This is an optimization exercise on Yosys and OpenROAD, whose aim is small area, not a production implementation. The RTL was checked by simulation tests, not by an equivalence proof against the original design. The clock port is modelled as an ideal driver; clocking choices that lean on that would not hold on a real chip. Power figures rest on the tool's default switching activity, not on a simulated workload.

job 959:
// router13
module router13(input clk,resetn,read_enb_0,read_enb_1,read_enb_2,pkt_valid,
              input [7:0]data_in,
              output [7:0]data_out_0,data_out_1,data_out_2,
              output vld_out_0,vld_out_1,vld_out_2,error,busy);
Size in the first run: about 1100 cells after synthesis, roughly 490 flip-flops, roughly 43 I/O pins, roughly 0.018 mm^2 of cells after synthesis.
export LEC_CHECK = 0
export CAP_MARGIN = 20
export CORE_MARGIN = 2
export CORE_UTILIZATION = 75
export PLACE_DENSITY = 0.85
export SLEW_MARGIN = 20
create_clock -name core_clock -period 5.0 [get_ports {clk}]
standard.sh (not shown) runs the stock make flow with config.mk's settings and CLKGATE_MAP_FILE= SYNTH_SCRIPT=/design/flow/synth_recipe.tcl, a recipe that flattens the netlist after the stock synthesis.
==> flow/flow/run.sh <==
#!/bin/bash
# The standard layout (standard.sh) with these changes:
#  - synthesis maps logic with an area-oriented ABC script (flow/abc_area.script);
#    everything else in synthesis, registers included, is the standard synthesis
#  - port buffers use the smallest buffer
#  - the clock tree uses clkbuf_8 leaf clusters and no dummy loads
#  - after clock tree synthesis, cells with spare slack are downsized
set -e
here=$(pwd)
{
  echo 'proc abc {args} {'
  echo '  set i [lsearch -exact $args -script]'
  echo "  if {\$i >= 0} { set args [lreplace \$args [expr {\$i + 1}] [expr {\$i + 1}] $here/flow/abc_area.script] }"
  echo '  yosys abc {*}$args'
  echo '}'
  cat synth_recipe.tcl
} > area_synth.tcl
sed "s#SYNTH_SCRIPT=[^ ]*#SYNTH_SCRIPT=$here/area_synth.tcl#" standard.sh > area_standard.sh
export BUFFER_PORTS_ARGS="-buffer_cell sky130_fd_sc_hd__buf_1"
export CTS_ARGS="-sink_clustering_enable -repair_clock_nets -dont_use_dummy_load -buf_list sky130_fd_sc_hd__clkbuf_8 -sink_clustering_size 18 -sink_clustering_max_diameter 70"
export POST_CTS_TCL=$here/flow/post_cts.tcl
bash area_standard.sh > standard.log 2>&1
==> flow/flow/abc_area.script <==
strash
&get -n
&st
&dch
&nf -a
&st
&dch
&nf -a
&put
==> flow/flow/post_cts.tcl <==
# downsize cells that have slack to spare (area recovery)
repair_timing -recover_power 100
Job 959 was carried through to the last stage, and its layout satisfied the timing, design-rule and antenna checks.
What job 4319 does differently from job 959 at the input level:
# job 959
export LEC_CHECK = 0
export CAP_MARGIN = 20
export CORE_MARGIN = 2
export CORE_UTILIZATION = 75
export PLACE_DENSITY = 0.85
export SLEW_MARGIN = 20
create_clock -name core_clock -period 5.0 [get_ports {clk}]
# job 4319
export LEC_CHECK = 0
export CAP_MARGIN = 20
export CORE_MARGIN = 2
export CORE_UTILIZATION = 75
export PLACE_DENSITY = 0.92
export SLEW_MARGIN = 20
create_clock -name core_clock -period 5.0 [get_ports {clk}]
==> flow/flow/abc_area.script <==
strash
&get -n
&st
&dch
&nf -a -R 1000
&st
&dch
&nf -a -R 1000
&put
Global-route wire length before repair was higher in job 4319 than in job 959. Run comparison: job 959 origin of the worst setup path state[2]$_SDFF_PN0_; job 4319 origin of the worst setup path f[0].cnt[2]$_SDFFE_PP0P_. Job 4319 went all the way through the flow, and no timing, DRC or antenna check failed. In job 4319 the worst path setup slack after routing turned out 0.098 ns higher than in job 959. Per the comparison of job 4319 with job 959, post-synthesis sequential element count now sits at about the same level; relative contribution of the clock network to total power lower; area of the placeable core has decreased; pin count of the biggest net entering global routing fell by 50; summed area of non-filler cells in the final layout closely matched the old numbers. Sort job 4319 and job 959 by maximum clock rate asc -> top: job 959. ~same final cell count in job 4319 and job 959. On core utilization: job 4319 sits above job 959.
The inputs of job 1321 differ from those of job 4319 as listed below.
# job 4319
export LEC_CHECK = 0
export CAP_MARGIN = 20
export CORE_MARGIN = 2
export CORE_UTILIZATION = 75
export PLACE_DENSITY = 0.92
export SLEW_MARGIN = 20
create_clock -name core_clock -period 5.0 [get_ports {clk}]
# job 1321
export LEC_CHECK = 0
export CAP_MARGIN = 20
export CORE_MARGIN = 2
export CORE_UTILIZATION = 75
export PLACE_DENSITY = 0.85
export SLEW_MARGIN = 20
create_clock -name core_clock -period 5.0 [get_ports {clk}]
==> flow/flow/run.sh <==
#!/bin/bash
# The standard layout (standard.sh) with three changes:
#  - synthesis maps logic with an area-oriented ABC script (flow/abc_area.script);
#    everything else in synthesis, registers included, is the standard synthesis
#  - port buffers use the smallest buffer
#  - the clock tree uses clkbuf_8 leaf clusters and no dummy loads
set -e
here=$(pwd)
{
  echo 'proc abc {args} {'
  echo '  set i [lsearch -exact $args -script]'
  echo "  if {\$i >= 0} { set args [lreplace \$args [expr {\$i + 1}] [expr {\$i + 1}] $here/flow/abc_area.script] }"
  echo '  yosys abc {*}$args'
  echo '}'
  cat synth_recipe.tcl
} > area_synth.tcl
sed "s#SYNTH_SCRIPT=[^ ]*#SYNTH_SCRIPT=$here/area_synth.tcl#" standard.sh > area_standard.sh
export BUFFER_PORTS_ARGS="-buffer_cell sky130_fd_sc_hd__buf_1"
export CTS_ARGS="-sink_clustering_enable -repair_clock_nets -dont_use_dummy_load -buf_list sky130_fd_sc_hd__clkbuf_16 -sink_clustering_size 28 -sink_clustering_max_diameter 80"
bash area_standard.sh > standard.log 2>&1
==> flow/flow/abc_area.script <==
strash
&get -n
&st
&dch
&nf -a
&st
&dch
&nf -a
&put
removed: flow/flow/post_cts.tcl
## What came out
Post-route cell area was lower in the run labelled job 4319. Changes observed in job 1321 relative to job 4319: part of the total power dissipated in sequential elements dropped 0.2 points; xor and xnor area share after synthesis barely changed; global-route usage dropped 0.92 points; count of endpoints failing hold in the final timing report barely changed; part of the total power dissipated in combinational logic dropped 2.2 points. Sort job 4319 and job 1321 by share of the cycle needed by the critical path after routing desc -> top: job 4319. Diff job 4319..job 1321 | power after layout | negligible. Core util | job 1321 vs job 4319 | job 1321 higher.
diff inputs: job 1321 => job 4503
==> flow/flow/run.sh <==
#!/bin/bash
# The standard layout (standard.sh) with these changes:
#  - synthesis maps logic with an area-oriented ABC script (flow/abc_area.script);
#    everything else in synthesis, registers included, is the standard synthesis
#  - port buffers use the smallest buffer
#  - the clock tree uses clkbuf_8 leaf clusters and no dummy loads
#  - after clock tree synthesis, cells with spare slack are downsized
set -e
here=$(pwd)
{
  echo 'proc abc {args} {'
  echo '  set i [lsearch -exact $args -script]'
  echo "  if {\$i >= 0} { set args [lreplace \$args [expr {\$i + 1}] [expr {\$i + 1}] $here/flow/abc_area.script] }"
  echo '  yosys abc {*}$args'
  echo '}'
  cat synth_recipe.tcl
} > area_synth.tcl
sed "s#SYNTH_SCRIPT=[^ ]*#SYNTH_SCRIPT=$here/area_synth.tcl#" standard.sh > area_standard.sh
export BUFFER_PORTS_ARGS="-buffer_cell sky130_fd_sc_hd__buf_1"
export CTS_ARGS="-sink_clustering_enable -repair_clock_nets -dont_use_dummy_load -buf_list sky130_fd_sc_hd__clkbuf_8 -sink_clustering_size 18 -sink_clustering_max_diameter 70"
export POST_CTS_TCL=$here/flow/post_cts.tcl
bash area_standard.sh > standard.log 2>&1
==> flow/flow/abc_area.script <==
strash
&get -n
&st
&dch
&nf -a -R 1000
&st
&dch
&nf -a -R 1000
&put
==> flow/flow/post_cts.tcl (new file) <==
# downsize cells that have slack to spare (area recovery)
repair_timing -recover_power 100
## What came out
Summary: with job 1321 as the reference, detail-routed net length per standard cell in job 4503 moved down slightly.
The cell area of job 4503 was superior to that of job 1321.
| worst setup slack | job 4503 vs job 1321 | 0.43 ns lower |
Looking at number of cells traversed by the worst register-to-register path across job 4503 and job 1321, the one that comes out lower is job 1321.
Measured against each other, job 4503 and job 1321 differ in number of cells produced by synthesis, the higher figure coming from job 1321.
| sequential share of cell area | lower: job 1321 |

==> separate check: timing with driven ports <==
No port has a modelled driver above. Below, the same layouts with a new extraction and two added sets of constraints. Step 1 (the two cells are an assumption about what drives the block):
set clk [get_ports {clk}]
set_driving_cell -lib_cell sky130_fd_sc_hd__clkbuf_16 $clk
set_driving_cell -lib_cell sky130_fd_sc_hd__buf_2 [delete_from_list [all_inputs] $clk]
Step 2 times the ports against the registers' clock, not the clock port: input delays grow and output delays shrink by t, the midpoint of the rising clock arrivals with the driver on. Slacks: ideal / step 1 / step 2; pairs: ideal / step 1.
| run | shift t [ns] | setup slack, ns | worst hold slack (ns) | worst slew at a driven data input, ns |
|---|---|---|---|---|
| job 959 | 0.666 | 1.481 / 1.435 / 1.573 | 0.448 / 0.448 / 0.448 | 0.05 |
| job 4319 | 0.659 | 1.579 / 1.530 / 1.581 | 0.452 / 0.452 / 0.452 | 0.05 |
| job 1321 | 0.574 | 1.903 / 1.853 / 1.970 | 0.450 / 0.450 / 0.450 | 0.04 |
| job 4503 | 0.656 | 1.476 / 1.476 / 1.476 | 0.440 / 0.440 / 0.440 | 0.05 |
After both steps setup and hold are still met in every run listed.
